From an optimization exercise on the open Yosys and OpenROAD flow, aimed at small area; shortcuts taken in it are not production practice.
Where RTL was checked, it was by simulation tests only, not by an equivalence proof against the original.
Power figures rest on the tool's default switching activity, not on a simulated workload.

==> inputs of run a <==
## custom_alu_top
module custom_alu_top(
    input             CLK,
    input      [31:0] RA,
    input      [31:0] RB,
    input      [4:0]  ALU_OP,
    output reg [31:0] Y,
    output reg        C
    );
==> module custom_alu_row4, before the edit <==
module custom_alu_row4(input [4:0] x, input [4:0] y, input ci, input ms, input en, output [4:0] r, output qo);
    wire [5:0] a_c;
    wire [4:0] a_s;
    assign a_c[0] = ci;
    assign a_s[0] = x[0] ^ y[0] ^ a_c[0];
    assign a_c[1] = (x[0] & y[0]) | (a_c[0] & (x[0] ^ y[0]));
    assign a_s[1] = x[1] ^ y[1] ^ a_c[1];
    assign a_c[2] = (x[1] & y[1]) | (a_c[1] & (x[1] ^ y[1]));
    assign a_s[2] = x[2] ^ y[2] ^ a_c[2];
    assign a_c[3] = (x[2] & y[2]) | (a_c[2] & (x[2] ^ y[2]));
    assign a_s[3] = x[3] ^ y[3] ^ a_c[3];
    assign a_c[4] = (x[3] & y[3]) | (a_c[3] & (x[3] ^ y[3]));
    assign a_s[4] = x[4] ^ y[4] ^ a_c[4];
    assign a_c[5] = (x[4] & y[4]) | (a_c[4] & (x[4] ^ y[4]));
    assign qo = en & ~(a_c[5]);
    wire sel = ms | qo;
    assign r = ~(sel ? {a_s[4], a_s[3], a_s[2], a_s[1], a_s[0]} : x);    
endmodule
==> module custom_alu_row5, before the edit <==
module custom_alu_row5(input [5:0] x, input [5:0] y, input ci, input ms, input en, output [5:0] r, output qo);
    wire [6:0] a_c;
    wire [5:0] a_s;
    assign a_c[0] = ci;
    assign a_s[0] = x[0] ^ y[0] ^ a_c[0];
    assign a_c[1] = (x[0] & y[0]) | (a_c[0] & (x[0] ^ y[0]));
    assign a_s[1] = x[1] ^ y[1] ^ a_c[1];
    assign a_c[2] = (x[1] & y[1]) | (a_c[1] & (x[1] ^ y[1]));
    assign a_s[2] = x[2] ^ y[2] ^ a_c[2];
    assign a_c[3] = (x[2] & y[2]) | (a_c[2] & (x[2] ^ y[2]));
    assign a_s[3] = x[3] ^ y[3] ^ a_c[3];
    assign a_c[4] = (x[3] & y[3]) | (a_c[3] & (x[3] ^ y[3]));
    assign a_s[4] = x[4] ^ y[4] ^ a_c[4];
    assign a_c[5] = (x[4] & y[4]) | (a_c[4] & (x[4] ^ y[4]));
    assign a_s[5] = x[5] ^ y[5] ^ a_c[5];
    assign a_c[6] = (x[5] & y[5]) | (a_c[5] & (x[5] ^ y[5]));
    assign qo = en & (a_c[6]);
    wire sel = ms | qo;
    assign r = ~(sel ? {a_s[5], a_s[4], a_s[3], a_s[2], a_s[1], a_s[0]} : x);    
endmodule
export LEC_CHECK = 0
export CAP_MARGIN = 20
export CORE_MARGIN = 2
export CORE_UTILIZATION = 40
export CTS_CLUSTER_DIAMETER = 60
export CTS_CLUSTER_SIZE = 10
export SLEW_MARGIN = 20
export SYNTH_HIERARCHICAL = 1
create_clock -name core_clock -period 75.0 [get_ports {CLK}]
run.sh (not shown) runs the stock make flow with config.mk's settings and CLKGATE_MAP_FILE= SYNTH_SCRIPT=/design/flow/synth_recipe.tcl, a recipe that flattens the netlist after the stock synthesis.
==> run b: changes against run a <==
--- a/flow/design.v
+++ b/flow/design.v
@@ -473,38 +473,72 @@
 module custom_alu_row4(input [4:0] x, input [4:0] y, input ci, input ms, input en, output [4:0] r, output qo);
-    wire [5:0] a_c;
-    wire [4:0] a_s;
-    assign a_c[0] = ci;
-    assign a_s[0] = x[0] ^ y[0] ^ a_c[0];
-    assign a_c[1] = (x[0] & y[0]) | (a_c[0] & (x[0] ^ y[0]));
-    assign a_s[1] = x[1] ^ y[1] ^ a_c[1];
-    assign a_c[2] = (x[1] & y[1]) | (a_c[1] & (x[1] ^ y[1]));
-    assign a_s[2] = x[2] ^ y[2] ^ a_c[2];
-    assign a_c[3] = (x[2] & y[2]) | (a_c[2] & (x[2] ^ y[2]));
-    assign a_s[3] = x[3] ^ y[3] ^ a_c[3];
-    assign a_c[4] = (x[3] & y[3]) | (a_c[3] & (x[3] ^ y[3]));
-    assign a_s[4] = x[4] ^ y[4] ^ a_c[4];
-    assign a_c[5] = (x[4] & y[4]) | (a_c[4] & (x[4] ^ y[4]));
-    assign qo = en & ~(a_c[5]);
+    wire [5:0] a_p, a_g;
+    assign a_p[0] = 1'b0;
+    assign a_g[0] = ci;
+    custom_alu_pg a_pg0 (.a(x[0]), .b(y[0]), .p(a_p[1]), .g(a_g[1]));
+    custom_alu_pg a_pg1 (.a(x[1]), .b(y[1]), .p(a_p[2]), .g(a_g[2]));
+    custom_alu_pg a_pg2 (.a(x[2]), .b(y[2]), .p(a_p[3]), .g(a_g[3]));
+    custom_alu_pg a_pg3 (.a(x[3]), .b(y[3]), .p(a_p[4]), .g(a_g[4]));
+    custom_alu_pg a_pg4 (.a(x[4]), .b(y[4]), .p(a_p[5]), .g(a_g[5]));
+    wire a_G0_1;
+    custom_alu_go_ppp_p a_G0_1_u (.gh(a_g[1]), .ph(a_p[1]), .gl(a_g[0]), .g(a_G0_1));
+    wire a_G0_3, a_P0_3;
+    custom_alu_gp_pppp_n a_G0_3_u (.gh(a_g[3]), .ph(a_p[3]), .gl(a_g[2]), .pl(a_p[2]), .g(a_G0_3), .p(a_P0_3));
+    wire a_G0_5, a_P0_5;
+    custom_alu_gp_pppp_n a_G0_5_u (.gh(a_g[5]), .ph(a_p[5]), .gl(a_g[4]), .pl(a_p[4]), .g(a_G0_5), .p(a_P0_5));
+    wire a_n0 = ~a_G0_1;
+    wire a_G1_3;
+    custom_alu_go_nnn_p a_G1_3_u (.gh(a_G0_3), .ph(a_P0_3), .gl(a_n0), .g(a_G1_3));
+    wire a_n1 = ~a_G1_3;
+    wire a_G2_5;
+    custom_alu_go_nnn_p a_G2_5_u (.gh(a_G0_5), .ph(a_P0_5), .gl(a_n1), .g(a_G2_5));
+    wire a_G3_2;
+    custom_alu_go_ppp_p a_G3_2_u (.gh(a_g[2]), .ph(a_p[2]), .gl(a_G0_1), .g(a_G3_2));
+    wire a_G3_4;
+    custom_alu_go_ppp_p a_G3_4_u (.gh(a_g[4]), .ph(a_p[4]), .gl(a_G1_3), .g(a_G3_4));
+    wire a_s0 = a_p[1] ^ a_g[0];
+    wire a_s1 = a_p[2] ^ a_G0_1;
+    wire a_s2 = a_p[3] ^ a_G3_2;
+    wire a_s3 = a_p[4] ^ a_G1_3;
+    wire a_s4 = a_p[5] ^ a_G3_4;
+    assign qo = en & ~(a_G2_5);
     wire sel = ms | qo;
-    assign r = ~(sel ? {a_s[4], a_s[3], a_s[2], a_s[1], a_s[0]} : x);    
+    assign r = ~(sel ? {a_s4, a_s3, a_s2, a_s1, a_s0} : x);    
 endmodule
 module custom_alu_row5(input [5:0] x, input [5:0] y, input ci, input ms, input en, output [5:0] r, output qo);
-    wire [6:0] a_c;
-    wire [5:0] a_s;
-    assign a_c[0] = ci;
-    assign a_s[0] = x[0] ^ y[0] ^ a_c[0];
-    assign a_c[1] = (x[0] & y[0]) | (a_c[0] & (x[0] ^ y[0]));
-    assign a_s[1] = x[1] ^ y[1] ^ a_c[1];
-    assign a_c[2] = (x[1] & y[1]) | (a_c[1] & (x[1] ^ y[1]));
-    assign a_s[2] = x[2] ^ y[2] ^ a_c[2];
-    assign a_c[3] = (x[2] & y[2]) | (a_c[2] & (x[2] ^ y[2]));
-    assign a_s[3] = x[3] ^ y[3] ^ a_c[3];
-    assign a_c[4] = (x[3] & y[3]) | (a_c[3] & (x[3] ^ y[3]));
-    assign a_s[4] = x[4] ^ y[4] ^ a_c[4];
-    assign a_c[5] = (x[4] & y[4]) | (a_c[4] & (x[4] ^ y[4]));
-    assign a_s[5] = x[5] ^ y[5] ^ a_c[5];
-    assign a_c[6] = (x[5] & y[5]) | (a_c[5] & (x[5] ^ y[5]));
-    assign qo = en & (a_c[6]);
+    wire [6:0] a_p, a_g;
+    assign a_p[0] = 1'b0;
+    assign a_g[0] = ci;
+    custom_alu_pg a_pg0 (.a(x[0]), .b(y[0]), .p(a_p[1]), .g(a_g[1]));
+    custom_alu_pg a_pg1 (.a(x[1]), .b(y[1]), .p(a_p[2]), .g(a_g[2]));
+    custom_alu_pg a_pg2 (.a(x[2]), .b(y[2]), .p(a_p[3]), .g(a_g[3]));
+    custom_alu_pg a_pg3 (.a(x[3]), .b(y[3]), .p(a_p[4]), .g(a_g[4]));
+    custom_alu_pg a_pg4 (.a(x[4]), .b(y[4]), .p(a_p[5]), .g(a_g[5]));
+    custom_alu_pg a_pg5 (.a(x[5]), .b(y[5]), .p(a_p[6]), .g(a_g[6]));
+    wire a_G0_1;
+    custom_alu_go_ppp_p a_G0_1_u (.gh(a_g[1]), .ph(a_p[1]), .gl(a_g[0]), .g(a_G0_1));
+    wire a_G0_3, a_P0_3;
+    custom_alu_gp_pppp_n a_G0_3_u (.gh(a_g[3]), .ph(a_p[3]), .gl(a_g[2]), .pl(a_p[2]), .g(a_G0_3), .p(a_P0_3));
+    wire a_G0_5, a_P0_5;
+    custom_alu_gp_pppp_n a_G0_5_u (.gh(a_g[5]), .ph(a_p[5]), .gl(a_g[4]), .pl(a_p[4]), .g(a_G0_5), .p(a_P0_5));
+    wire a_n0 = ~a_G0_1;
+    wire a_G1_3;
+    custom_alu_go_nnn_p a_G1_3_u (.gh(a_G0_3), .ph(a_P0_3), .gl(a_n0), .g(a_G1_3));
+    wire a_n1 = ~a_G1_3;
+    wire a_G2_5;
+    custom_alu_go_nnn_p a_G2_5_u (.gh(a_G0_5), .ph(a_P0_5), .gl(a_n1), .g(a_G2_5));
+    wire a_G3_2;
+    custom_alu_go_ppp_p a_G3_2_u (.gh(a_g[2]), .ph(a_p[2]), .gl(a_G0_1), .g(a_G3_2));
+    wire a_G3_4;
+    custom_alu_go_ppp_p a_G3_4_u (.gh(a_g[4]), .ph(a_p[4]), .gl(a_G1_3), .g(a_G3_4));
+    wire a_G3_6;
+    custom_alu_go_ppp_p a_G3_6_u (.gh(a_g[6]), .ph(a_p[6]), .gl(a_G2_5), .g(a_G3_6));
+    wire a_s0 = a_p[1] ^ a_g[0];
+    wire a_s1 = a_p[2] ^ a_G0_1;
+    wire a_s2 = a_p[3] ^ a_G3_2;
+    wire a_s3 = a_p[4] ^ a_G1_3;
+    wire a_s4 = a_p[5] ^ a_G3_4;
+    wire a_s5 = a_p[6] ^ a_G2_5;
+    assign qo = en & (a_G3_6);
     wire sel = ms | qo;
-    assign r = ~(sel ? {a_s[5], a_s[4], a_s[3], a_s[2], a_s[1], a_s[0]} : x);    
+    assign r = ~(sel ? {a_s5, a_s4, a_s3, a_s2, a_s1, a_s0} : x);    
 endmodule
==> flow/flow/run.sh (new file) <==
#!/bin/bash
# Standard layout, except that the port buffers use the smallest buffer cell
# (sky130_fd_sc_hd__buf_1) instead of the one buffer_ports picks by default.
set -e
export BUFFER_PORTS_ARGS="-buffer_cell sky130_fd_sc_hd__buf_1"
bash standard.sh > standard_sh.log 2>&1
==> flow/standard.sh (new file) <==
#!/bin/bash
# synth_recipe.tcl (not shown) runs the flow's synth.tcl, then flattens the netlist and writes it again
# the make line also repeats each setting of config.mk as NAME=value (left out here)
make -C /OpenROAD-flow-scripts/flow DESIGN_CONFIG=/design/flow/config.mk WORK_HOME=/design/flow/orfs CLKGATE_MAP_FILE= SYNTH_SCRIPT=/design/flow/synth_recipe.tcl "${@:-finish}"
--- a/flow/config.mk
+++ b/flow/config.mk
@@ -12,2 +12,3 @@
 export CTS_CLUSTER_SIZE = 10
+export SETUP_SLACK_MARGIN = -2
 export SLEW_MARGIN = 20
removed: flow/run.sh
==> run c: changes against run a <==
--- a/flow/design.v
+++ b/flow/design.v
@@ -473,38 +473,72 @@
 module custom_alu_row4(input [4:0] x, input [4:0] y, input ci, input ms, input en, output [4:0] r, output qo);
-    wire [5:0] a_c;
-    wire [4:0] a_s;
-    assign a_c[0] = ci;
-    assign a_s[0] = x[0] ^ y[0] ^ a_c[0];
-    assign a_c[1] = (x[0] & y[0]) | (a_c[0] & (x[0] ^ y[0]));
-    assign a_s[1] = x[1] ^ y[1] ^ a_c[1];
-    assign a_c[2] = (x[1] & y[1]) | (a_c[1] & (x[1] ^ y[1]));
-    assign a_s[2] = x[2] ^ y[2] ^ a_c[2];
-    assign a_c[3] = (x[2] & y[2]) | (a_c[2] & (x[2] ^ y[2]));
-    assign a_s[3] = x[3] ^ y[3] ^ a_c[3];
-    assign a_c[4] = (x[3] & y[3]) | (a_c[3] & (x[3] ^ y[3]));
-    assign a_s[4] = x[4] ^ y[4] ^ a_c[4];
-    assign a_c[5] = (x[4] & y[4]) | (a_c[4] & (x[4] ^ y[4]));
-    assign qo = en & ~(a_c[5]);
+    wire [5:0] a_p, a_g;
+    assign a_p[0] = 1'b0;
+    assign a_g[0] = ci;
+    custom_alu_pg a_pg0 (.a(x[0]), .b(y[0]), .p(a_p[1]), .g(a_g[1]));
+    custom_alu_pg a_pg1 (.a(x[1]), .b(y[1]), .p(a_p[2]), .g(a_g[2]));
+    custom_alu_pg a_pg2 (.a(x[2]), .b(y[2]), .p(a_p[3]), .g(a_g[3]));
+    custom_alu_pg a_pg3 (.a(x[3]), .b(y[3]), .p(a_p[4]), .g(a_g[4]));
+    custom_alu_pg a_pg4 (.a(x[4]), .b(y[4]), .p(a_p[5]), .g(a_g[5]));
+    wire a_G0_1;
+    custom_alu_go_ppp_p a_G0_1_u (.gh(a_g[1]), .ph(a_p[1]), .gl(a_g[0]), .g(a_G0_1));
+    wire a_G0_3, a_P0_3;
+    custom_alu_gp_pppp_n a_G0_3_u (.gh(a_g[3]), .ph(a_p[3]), .gl(a_g[2]), .pl(a_p[2]), .g(a_G0_3), .p(a_P0_3));
+    wire a_G0_5, a_P0_5;
+    custom_alu_gp_pppp_n a_G0_5_u (.gh(a_g[5]), .ph(a_p[5]), .gl(a_g[4]), .pl(a_p[4]), .g(a_G0_5), .p(a_P0_5));
+    wire a_n0 = ~a_G0_1;
+    wire a_G1_3;
+    custom_alu_go_nnn_p a_G1_3_u (.gh(a_G0_3), .ph(a_P0_3), .gl(a_n0), .g(a_G1_3));
+    wire a_n1 = ~a_G1_3;
+    wire a_G2_5;
+    custom_alu_go_nnn_p a_G2_5_u (.gh(a_G0_5), .ph(a_P0_5), .gl(a_n1), .g(a_G2_5));
+    wire a_G3_2;
+    custom_alu_go_ppp_p a_G3_2_u (.gh(a_g[2]), .ph(a_p[2]), .gl(a_G0_1), .g(a_G3_2));
+    wire a_G3_4;
+    custom_alu_go_ppp_p a_G3_4_u (.gh(a_g[4]), .ph(a_p[4]), .gl(a_G1_3), .g(a_G3_4));
+    wire a_s0 = a_p[1] ^ a_g[0];
+    wire a_s1 = a_p[2] ^ a_G0_1;
+    wire a_s2 = a_p[3] ^ a_G3_2;
+    wire a_s3 = a_p[4] ^ a_G1_3;
+    wire a_s4 = a_p[5] ^ a_G3_4;
+    assign qo = en & ~(a_G2_5);
     wire sel = ms | qo;
-    assign r = ~(sel ? {a_s[4], a_s[3], a_s[2], a_s[1], a_s[0]} : x);    
+    assign r = ~(sel ? {a_s4, a_s3, a_s2, a_s1, a_s0} : x);    
 endmodule
 module custom_alu_row5(input [5:0] x, input [5:0] y, input ci, input ms, input en, output [5:0] r, output qo);
-    wire [6:0] a_c;
-    wire [5:0] a_s;
-    assign a_c[0] = ci;
-    assign a_s[0] = x[0] ^ y[0] ^ a_c[0];
-    assign a_c[1] = (x[0] & y[0]) | (a_c[0] & (x[0] ^ y[0]));
-    assign a_s[1] = x[1] ^ y[1] ^ a_c[1];
-    assign a_c[2] = (x[1] & y[1]) | (a_c[1] & (x[1] ^ y[1]));
-    assign a_s[2] = x[2] ^ y[2] ^ a_c[2];
-    assign a_c[3] = (x[2] & y[2]) | (a_c[2] & (x[2] ^ y[2]));
-    assign a_s[3] = x[3] ^ y[3] ^ a_c[3];
-    assign a_c[4] = (x[3] & y[3]) | (a_c[3] & (x[3] ^ y[3]));
-    assign a_s[4] = x[4] ^ y[4] ^ a_c[4];
-    assign a_c[5] = (x[4] & y[4]) | (a_c[4] & (x[4] ^ y[4]));
-    assign a_s[5] = x[5] ^ y[5] ^ a_c[5];
-    assign a_c[6] = (x[5] & y[5]) | (a_c[5] & (x[5] ^ y[5]));
-    assign qo = en & (a_c[6]);
+    wire [6:0] a_p, a_g;
+    assign a_p[0] = 1'b0;
+    assign a_g[0] = ci;
+    custom_alu_pg a_pg0 (.a(x[0]), .b(y[0]), .p(a_p[1]), .g(a_g[1]));
+    custom_alu_pg a_pg1 (.a(x[1]), .b(y[1]), .p(a_p[2]), .g(a_g[2]));
+    custom_alu_pg a_pg2 (.a(x[2]), .b(y[2]), .p(a_p[3]), .g(a_g[3]));
+    custom_alu_pg a_pg3 (.a(x[3]), .b(y[3]), .p(a_p[4]), .g(a_g[4]));
+    custom_alu_pg a_pg4 (.a(x[4]), .b(y[4]), .p(a_p[5]), .g(a_g[5]));
+    custom_alu_pg a_pg5 (.a(x[5]), .b(y[5]), .p(a_p[6]), .g(a_g[6]));
+    wire a_G0_1;
+    custom_alu_go_ppp_p a_G0_1_u (.gh(a_g[1]), .ph(a_p[1]), .gl(a_g[0]), .g(a_G0_1));
+    wire a_G0_3, a_P0_3;
+    custom_alu_gp_pppp_n a_G0_3_u (.gh(a_g[3]), .ph(a_p[3]), .gl(a_g[2]), .pl(a_p[2]), .g(a_G0_3), .p(a_P0_3));
+    wire a_G0_5, a_P0_5;
+    custom_alu_gp_pppp_n a_G0_5_u (.gh(a_g[5]), .ph(a_p[5]), .gl(a_g[4]), .pl(a_p[4]), .g(a_G0_5), .p(a_P0_5));
+    wire a_n0 = ~a_G0_1;
+    wire a_G1_3;
+    custom_alu_go_nnn_p a_G1_3_u (.gh(a_G0_3), .ph(a_P0_3), .gl(a_n0), .g(a_G1_3));
+    wire a_n1 = ~a_G1_3;
+    wire a_G2_5;
+    custom_alu_go_nnn_p a_G2_5_u (.gh(a_G0_5), .ph(a_P0_5), .gl(a_n1), .g(a_G2_5));
+    wire a_G3_2;
+    custom_alu_go_ppp_p a_G3_2_u (.gh(a_g[2]), .ph(a_p[2]), .gl(a_G0_1), .g(a_G3_2));
+    wire a_G3_4;
+    custom_alu_go_ppp_p a_G3_4_u (.gh(a_g[4]), .ph(a_p[4]), .gl(a_G1_3), .g(a_G3_4));
+    wire a_G3_6;
+    custom_alu_go_ppp_p a_G3_6_u (.gh(a_g[6]), .ph(a_p[6]), .gl(a_G2_5), .g(a_G3_6));
+    wire a_s0 = a_p[1] ^ a_g[0];
+    wire a_s1 = a_p[2] ^ a_G0_1;
+    wire a_s2 = a_p[3] ^ a_G3_2;
+    wire a_s3 = a_p[4] ^ a_G1_3;
+    wire a_s4 = a_p[5] ^ a_G3_4;
+    wire a_s5 = a_p[6] ^ a_G2_5;
+    assign qo = en & (a_G3_6);
     wire sel = ms | qo;
-    assign r = ~(sel ? {a_s[5], a_s[4], a_s[3], a_s[2], a_s[1], a_s[0]} : x);    
+    assign r = ~(sel ? {a_s5, a_s4, a_s3, a_s2, a_s1, a_s0} : x);    
 endmodule
--- a/flow/config.mk
+++ b/flow/config.mk
@@ -9,5 +9,6 @@
 export CORE_MARGIN = 2
-export CORE_UTILIZATION = 40
+export CORE_UTILIZATION = 45
 export CTS_CLUSTER_DIAMETER = 60
 export CTS_CLUSTER_SIZE = 10
+export SETUP_SLACK_MARGIN = -2
 export SLEW_MARGIN = 20
==> run d: changes against run a <==
--- a/flow/design.v
+++ b/flow/design.v
@@ -473,38 +473,72 @@
 module custom_alu_row4(input [4:0] x, input [4:0] y, input ci, input ms, input en, output [4:0] r, output qo);
-    wire [5:0] a_c;
-    wire [4:0] a_s;
-    assign a_c[0] = ci;
-    assign a_s[0] = x[0] ^ y[0] ^ a_c[0];
-    assign a_c[1] = (x[0] & y[0]) | (a_c[0] & (x[0] ^ y[0]));
-    assign a_s[1] = x[1] ^ y[1] ^ a_c[1];
-    assign a_c[2] = (x[1] & y[1]) | (a_c[1] & (x[1] ^ y[1]));
-    assign a_s[2] = x[2] ^ y[2] ^ a_c[2];
-    assign a_c[3] = (x[2] & y[2]) | (a_c[2] & (x[2] ^ y[2]));
-    assign a_s[3] = x[3] ^ y[3] ^ a_c[3];
-    assign a_c[4] = (x[3] & y[3]) | (a_c[3] & (x[3] ^ y[3]));
-    assign a_s[4] = x[4] ^ y[4] ^ a_c[4];
-    assign a_c[5] = (x[4] & y[4]) | (a_c[4] & (x[4] ^ y[4]));
-    assign qo = en & ~(a_c[5]);
+    wire [5:0] a_p, a_g;
+    assign a_p[0] = 1'b0;
+    assign a_g[0] = ci;
+    custom_alu_pg a_pg0 (.a(x[0]), .b(y[0]), .p(a_p[1]), .g(a_g[1]));
+    custom_alu_pg a_pg1 (.a(x[1]), .b(y[1]), .p(a_p[2]), .g(a_g[2]));
+    custom_alu_pg a_pg2 (.a(x[2]), .b(y[2]), .p(a_p[3]), .g(a_g[3]));
+    custom_alu_pg a_pg3 (.a(x[3]), .b(y[3]), .p(a_p[4]), .g(a_g[4]));
+    custom_alu_pg a_pg4 (.a(x[4]), .b(y[4]), .p(a_p[5]), .g(a_g[5]));
+    wire a_G0_1;
+    custom_alu_go_ppp_p a_G0_1_u (.gh(a_g[1]), .ph(a_p[1]), .gl(a_g[0]), .g(a_G0_1));
+    wire a_G0_3, a_P0_3;
+    custom_alu_gp_pppp_n a_G0_3_u (.gh(a_g[3]), .ph(a_p[3]), .gl(a_g[2]), .pl(a_p[2]), .g(a_G0_3), .p(a_P0_3));
+    wire a_G0_5, a_P0_5;
+    custom_alu_gp_pppp_n a_G0_5_u (.gh(a_g[5]), .ph(a_p[5]), .gl(a_g[4]), .pl(a_p[4]), .g(a_G0_5), .p(a_P0_5));
+    wire a_n0 = ~a_G0_1;
+    wire a_G1_3;
+    custom_alu_go_nnn_p a_G1_3_u (.gh(a_G0_3), .ph(a_P0_3), .gl(a_n0), .g(a_G1_3));
+    wire a_n1 = ~a_G1_3;
+    wire a_G2_5;
+    custom_alu_go_nnn_p a_G2_5_u (.gh(a_G0_5), .ph(a_P0_5), .gl(a_n1), .g(a_G2_5));
+    wire a_G3_2;
+    custom_alu_go_ppp_p a_G3_2_u (.gh(a_g[2]), .ph(a_p[2]), .gl(a_G0_1), .g(a_G3_2));
+    wire a_G3_4;
+    custom_alu_go_ppp_p a_G3_4_u (.gh(a_g[4]), .ph(a_p[4]), .gl(a_G1_3), .g(a_G3_4));
+    wire a_s0 = a_p[1] ^ a_g[0];
+    wire a_s1 = a_p[2] ^ a_G0_1;
+    wire a_s2 = a_p[3] ^ a_G3_2;
+    wire a_s3 = a_p[4] ^ a_G1_3;
+    wire a_s4 = a_p[5] ^ a_G3_4;
+    assign qo = en & ~(a_G2_5);
     wire sel = ms | qo;
-    assign r = ~(sel ? {a_s[4], a_s[3], a_s[2], a_s[1], a_s[0]} : x);    
+    assign r = ~(sel ? {a_s4, a_s3, a_s2, a_s1, a_s0} : x);    
 endmodule
 module custom_alu_row5(input [5:0] x, input [5:0] y, input ci, input ms, input en, output [5:0] r, output qo);
-    wire [6:0] a_c;
-    wire [5:0] a_s;
-    assign a_c[0] = ci;
-    assign a_s[0] = x[0] ^ y[0] ^ a_c[0];
-    assign a_c[1] = (x[0] & y[0]) | (a_c[0] & (x[0] ^ y[0]));
-    assign a_s[1] = x[1] ^ y[1] ^ a_c[1];
-    assign a_c[2] = (x[1] & y[1]) | (a_c[1] & (x[1] ^ y[1]));
-    assign a_s[2] = x[2] ^ y[2] ^ a_c[2];
-    assign a_c[3] = (x[2] & y[2]) | (a_c[2] & (x[2] ^ y[2]));
-    assign a_s[3] = x[3] ^ y[3] ^ a_c[3];
-    assign a_c[4] = (x[3] & y[3]) | (a_c[3] & (x[3] ^ y[3]));
-    assign a_s[4] = x[4] ^ y[4] ^ a_c[4];
-    assign a_c[5] = (x[4] & y[4]) | (a_c[4] & (x[4] ^ y[4]));
-    assign a_s[5] = x[5] ^ y[5] ^ a_c[5];
-    assign a_c[6] = (x[5] & y[5]) | (a_c[5] & (x[5] ^ y[5]));
-    assign qo = en & (a_c[6]);
+    wire [6:0] a_p, a_g;
+    assign a_p[0] = 1'b0;
+    assign a_g[0] = ci;
+    custom_alu_pg a_pg0 (.a(x[0]), .b(y[0]), .p(a_p[1]), .g(a_g[1]));
+    custom_alu_pg a_pg1 (.a(x[1]), .b(y[1]), .p(a_p[2]), .g(a_g[2]));
+    custom_alu_pg a_pg2 (.a(x[2]), .b(y[2]), .p(a_p[3]), .g(a_g[3]));
+    custom_alu_pg a_pg3 (.a(x[3]), .b(y[3]), .p(a_p[4]), .g(a_g[4]));
+    custom_alu_pg a_pg4 (.a(x[4]), .b(y[4]), .p(a_p[5]), .g(a_g[5]));
+    custom_alu_pg a_pg5 (.a(x[5]), .b(y[5]), .p(a_p[6]), .g(a_g[6]));
+    wire a_G0_1;
+    custom_alu_go_ppp_p a_G0_1_u (.gh(a_g[1]), .ph(a_p[1]), .gl(a_g[0]), .g(a_G0_1));
+    wire a_G0_3, a_P0_3;
+    custom_alu_gp_pppp_n a_G0_3_u (.gh(a_g[3]), .ph(a_p[3]), .gl(a_g[2]), .pl(a_p[2]), .g(a_G0_3), .p(a_P0_3));
+    wire a_G0_5, a_P0_5;
+    custom_alu_gp_pppp_n a_G0_5_u (.gh(a_g[5]), .ph(a_p[5]), .gl(a_g[4]), .pl(a_p[4]), .g(a_G0_5), .p(a_P0_5));
+    wire a_n0 = ~a_G0_1;
+    wire a_G1_3;
+    custom_alu_go_nnn_p a_G1_3_u (.gh(a_G0_3), .ph(a_P0_3), .gl(a_n0), .g(a_G1_3));
+    wire a_n1 = ~a_G1_3;
+    wire a_G2_5;
+    custom_alu_go_nnn_p a_G2_5_u (.gh(a_G0_5), .ph(a_P0_5), .gl(a_n1), .g(a_G2_5));
+    wire a_G3_2;
+    custom_alu_go_ppp_p a_G3_2_u (.gh(a_g[2]), .ph(a_p[2]), .gl(a_G0_1), .g(a_G3_2));
+    wire a_G3_4;
+    custom_alu_go_ppp_p a_G3_4_u (.gh(a_g[4]), .ph(a_p[4]), .gl(a_G1_3), .g(a_G3_4));
+    wire a_G3_6;
+    custom_alu_go_ppp_p a_G3_6_u (.gh(a_g[6]), .ph(a_p[6]), .gl(a_G2_5), .g(a_G3_6));
+    wire a_s0 = a_p[1] ^ a_g[0];
+    wire a_s1 = a_p[2] ^ a_G0_1;
+    wire a_s2 = a_p[3] ^ a_G3_2;
+    wire a_s3 = a_p[4] ^ a_G1_3;
+    wire a_s4 = a_p[5] ^ a_G3_4;
+    wire a_s5 = a_p[6] ^ a_G2_5;
+    assign qo = en & (a_G3_6);
     wire sel = ms | qo;
-    assign r = ~(sel ? {a_s[5], a_s[4], a_s[3], a_s[2], a_s[1], a_s[0]} : x);    
+    assign r = ~(sel ? {a_s5, a_s4, a_s3, a_s2, a_s1, a_s0} : x);    
 endmodule
==> flow/flow/run.sh (new file) <==
#!/bin/bash
# Standard layout, except that the port buffers use the smallest buffer cell
# (sky130_fd_sc_hd__buf_1) instead of the one buffer_ports picks by default.
set -e
export BUFFER_PORTS_ARGS="-buffer_cell sky130_fd_sc_hd__buf_1"
bash standard.sh > standard_sh.log 2>&1
==> flow/standard.sh (new file) <==
#!/bin/bash
# synth_recipe.tcl (not shown) runs the flow's synth.tcl, then flattens the netlist and writes it again
# the make line also repeats each setting of config.mk as NAME=value (left out here)
make -C /OpenROAD-flow-scripts/flow DESIGN_CONFIG=/design/flow/config.mk WORK_HOME=/design/flow/orfs CLKGATE_MAP_FILE= SYNTH_SCRIPT=/design/flow/synth_recipe.tcl "${@:-finish}"
removed: flow/run.sh
==> summary.txt <==
	run a	run c	run d	run b
Overall power consumption	0.000980 W	0.000973 W	0.000964 W	0.000962 W
Sum of met2 wire segment lengths after detailed routing	50.2 mm	49.3 mm	49.7 mm	49.4 mm
Via Count	29,600	29,200	29,500	29,400
Clock group share of total power	0.057	0.054	0.052	0.052
Met3 WL post-DR	9.24 mm	10.2 mm	9.61 mm	10.1 mm
Mux cell area share after synthesis	0.167	0.166	0.166	0.166
Clock buf/inv share	0.00904	0.00868	0.00861	0.00867
Non-clock buffer total of the final layout	225	182	200	180
Non-Filler Instances	5,038	4,901	5,030	5,006
Number of distinct library cells after synthesis	71	70	70	70
XOR/XNOR share of the synthesized area	0.143	0.146	0.146	0.146
Detailed-routing iteration count for the pre-antenna-repair pass	6	6	9	6
Synth Area in Adders	0.212	0.209	0.209	0.209
Sequential element share of the synthesized area	0.0638	0.0636	0.0636	0.0636
Worst hold path endpoint	Y[31]	Y[28]	Y[31]	Y[31]
Crit path required time	75.30 ns	75.27 ns	75.26 ns	75.26 ns
Height of the die	287 µm	271 µm	287 µm	287 µm
Hold path startpoint	ra_q[31]	rb_q[28]	rb_q[31]	rb_q[31]
Number of cells on the worst reg-to-reg path	328	323	323	322
Flip-flop and latch area	2050 µm²	2040 µm²	2050 µm²	2050 µm²
Flop pwr share	0.074	0.074	0.075	0.075
Min cycle time layout	70.39 ns	71.51 ns	69.96 ns	71.90 ns
Highest fanout seen on the critical path	30	28	28	28
Status	timing/DRC/antenna clean	timing/DRC/antenna clean	timing/DRC/antenna clean	timing/DRC/antenna clean
Layout-stage area growth over the synthesis result	9.43%	7.33%	6.39%	5.65%
No functional check of the RTL was part of run a.

separate check: timing with driven ports:
The results above use ideal ports. As a check the final layouts listed here were re-extracted and re-timed, cells and wires unchanged. Step 1 (the two cells are an assumption about what drives the block):
set clk [get_ports {CLK}]
set_driving_cell -lib_cell sky130_fd_sc_hd__clkbuf_16 $clk
set_driving_cell -lib_cell sky130_fd_sc_hd__buf_2 [delete_from_list [all_inputs] $clk]
Step 2 times the ports against the registers' clock, not the clock port: input delays grow and output delays shrink by t, the midpoint of the rising clock arrivals with the driver on. Three values: ideal ports, drivers, drivers and shift; two values: the first two.
| run | t, ns | setup slack, ns | hold WS [ns] | worst setup path after step 2 | pins driven straight from the clock port |
|---|---|---|---|---|---|
| run a | 0.472 | 4.612 / 4.612 / 4.612 | 0.846 / 0.846 / 0.846 | register to register | 1 |
| run b | 0.458 | 3.096 / 3.096 / 3.096 | 0.839 / 0.839 / 0.839 | register to register | 1 |
| run c | 0.465 | 3.495 / 3.494 / 3.494 | 0.878 / 0.878 / 0.878 | register to register | 1 |
| run d | 0.460 | 5.038 / 5.038 / 5.038 | 0.861 / 0.861 / 0.861 | register to register | 1 |
After both steps setup and hold are still met in every run listed. For run c, which loses most, drivers alone change the setup slack by -0.001 ns; drivers and shift together by -0.001 ns.
